This is an optimization exercise on Yosys and OpenROAD, whose aim is small area, not a production implementation.
Function was checked by simulation only, so behaviour that the tests miss may differ from the original.

the baseline:
Design fir, start of the top module:
module fir(
    input clk,
    input rst,
    input signed [15:0] x_in,
    output reg signed [31:0] y_out
);
export LEC_CHECK = 0
export CAP_MARGIN = 8
export CORE_MARGIN = 2
export CORE_UTILIZATION = 60
export CTS_BUF_LIST = sky130_fd_sc_hd__clkbuf_8
export CTS_CLUSTER_DIAMETER = 70
export CTS_CLUSTER_SIZE = 18
export PLACE_DENSITY = 0.75
export SLEW_MARGIN = 8
export SYNTH_HIERARCHICAL = 1
export SYNTH_MINIMUM_KEEP_SIZE = 0
create_clock -name core_clock -period 12.0 [get_ports {clk}]
standard.sh (not shown) runs the stock make flow with config.mk's settings and CLKGATE_MAP_FILE= SYNTH_SCRIPT=/design/flow/synth_recipe.tcl, a recipe that flattens the netlist after the stock synthesis.
==> flow/flow/run.sh <==
#!/bin/bash
# Own flow: the standard layout (standard.sh) with two changes:
#  - the port buffers that global placement inserts are the smallest buffer
#    cell (buf_1) instead of the default choice;
#  - clock tree synthesis does not add dummy loads.
set -euo pipefail
export BUFFER_PORTS_ARGS="-buffer_cell sky130_fd_sc_hd__buf_1"
export CTS_ARGS="-sink_clustering_enable -repair_clock_nets -sink_clustering_size 18 -sink_clustering_max_diameter 70 -buf_list sky130_fd_sc_hd__clkbuf_8 -dont_use_dummy_load"
bash standard.sh > standard.log 2>&1
No stage failed in the baseline, and the final checks on the layout all came back clean.
Edits applied to the flow inputs when going from the baseline to the candidate:
==> flow/flow/run.sh <==
#!/bin/bash
# Own flow: the standard layout (standard.sh) with two changes:
#  - the port buffers that global placement inserts are the smallest buffer
#    cell (buf_1) instead of the default choice;
#  - clock tree synthesis does not add dummy loads.
set -euo pipefail
export BUFFER_PORTS_ARGS="-buffer_cell sky130_fd_sc_hd__buf_1"
export CTS_ARGS="-sink_clustering_enable -repair_clock_nets -sink_clustering_size 12 -sink_clustering_max_diameter 50 -buf_list {sky130_fd_sc_hd__clkbuf_4 sky130_fd_sc_hd__clkbuf_8} -dont_use_dummy_load"
bash standard.sh > standard.log 2>&1
-- flow/config.mk --
<<< the baseline, line 7
export LEC_CHECK = 0
export CAP_MARGIN = 8
export CORE_MARGIN = 2
>>> the candidate, line 7
export LEC_CHECK = 0
export CAP_MARGIN = 20
export CORE_MARGIN = 2
<<< the baseline, line 14
export PLACE_DENSITY = 0.75
export SLEW_MARGIN = 8
export SYNTH_HIERARCHICAL = 1
>>> the candidate, line 14
export PLACE_DENSITY = 0.75
export SLEW_MARGIN = 20
export SYNTH_HIERARCHICAL = 1
[summary]
Final cell utilization of the core for the candidate: 0.42 points up relative to the baseline
Relative to the baseline, routing usage on met3 increased by 0.47 points in the candidate.
Relative to the baseline, the design area measured on the candidate has increased slightly.
First-pass GRT wire length: the baseline vs the candidate — no meaningful difference
The candidate can be clocked faster than the baseline.
As far as global router's overall resource usage is concerned, the baseline and the candidate perform about the same.
Clock-buffer cell count (lower): the baseline
Vias: the candidate above the baseline
Instance count on the critical path ended up 3.3% higher on the candidate than on the baseline.
The candidate -> the baseline: fraction of registers with async set or reset after synthesis delta 0, exact match

---

Starting RTL as in the previous note.
clock: 12.0 ns
lec_check: 0
cap_margin: 20
core_margin: 2
core_utilization: 60
cts_buf_list: sky130_fd_sc_hd__clkbuf_8
cts_cluster_diameter: 70
cts_cluster_size: 18
place_density: 0.75
slew_margin: 20
synth_hierarchical: 1
synth_minimum_keep_size: 0
==> flow/flow/run.sh <==
#!/bin/bash
# Own flow: the standard layout (standard.sh) with two changes:
#  - the port buffers that global placement inserts are the smallest buffer
#    cell (buf_1) instead of the default choice;
#  - clock tree synthesis does not add dummy loads.
set -euo pipefail
export BUFFER_PORTS_ARGS="-buffer_cell sky130_fd_sc_hd__buf_1"
export CTS_ARGS="-sink_clustering_enable -repair_clock_nets -sink_clustering_size 18 -sink_clustering_max_diameter 70 -buf_list sky130_fd_sc_hd__clkbuf_8 -dont_use_dummy_load"
bash standard.sh > standard.log 2>&1
==> next run, changes <==
--- a/flow/flow/run.sh
+++ b/flow/flow/run.sh
@@ -7,3 +7,3 @@
 export BUFFER_PORTS_ARGS="-buffer_cell sky130_fd_sc_hd__buf_1"
-export CTS_ARGS="-sink_clustering_enable -repair_clock_nets -sink_clustering_size 18 -sink_clustering_max_diameter 70 -buf_list sky130_fd_sc_hd__clkbuf_8 -dont_use_dummy_load"
+export CTS_ARGS="-sink_clustering_enable -repair_clock_nets -sink_clustering_size 10 -sink_clustering_max_diameter 40 -buf_list sky130_fd_sc_hd__clkbuf_4 -dont_use_dummy_load"
 bash standard.sh > standard.log 2>&1
Effect: Cell area hardly moves; worst setup slack gains 0.031 ns; core utilization goes up by 0.15 points; cell count increases slightly; maximum frequency hardly moves; sequential share of layout area hardly moves.

[static timing again, ports no longer ideal]
The results above use ideal ports. As a check the final layouts listed here were re-extracted and re-timed, cells and wires unchanged. Step 1 sets driving cells, clkbuf_16 on the clock port and buf_2 on the other inputs (assumed; they add their load-dependent delay and slew). Step 2 times the ports against the registers' clock, not the clock port: input delays grow and output delays shrink by t, the midpoint of the rising clock arrivals with the driver on. Slacks: ideal / step 1 / step 2; pairs: ideal / step 1.
| run | t (ns) | slack for setup (ns) | hold WS [ns] |
|---|---|---|---|
| the baseline | 0.605 | 0.275 / 0.275 / 0.275 | 0.346 / 0.346 / 0.346 |
| the candidate | 0.636 | 0.312 / 0.312 / 0.312 | 0.338 / 0.338 / 0.338 |
| the first run of note 2 | 0.605 | 0.275 / 0.275 / 0.275 | 0.346 / 0.346 / 0.346 |
| the second run of note 2 | 0.696 | 0.306 / 0.306 / 0.306 | 0.330 / 0.330 / 0.330 |
After both steps setup and hold are still met in every run listed.
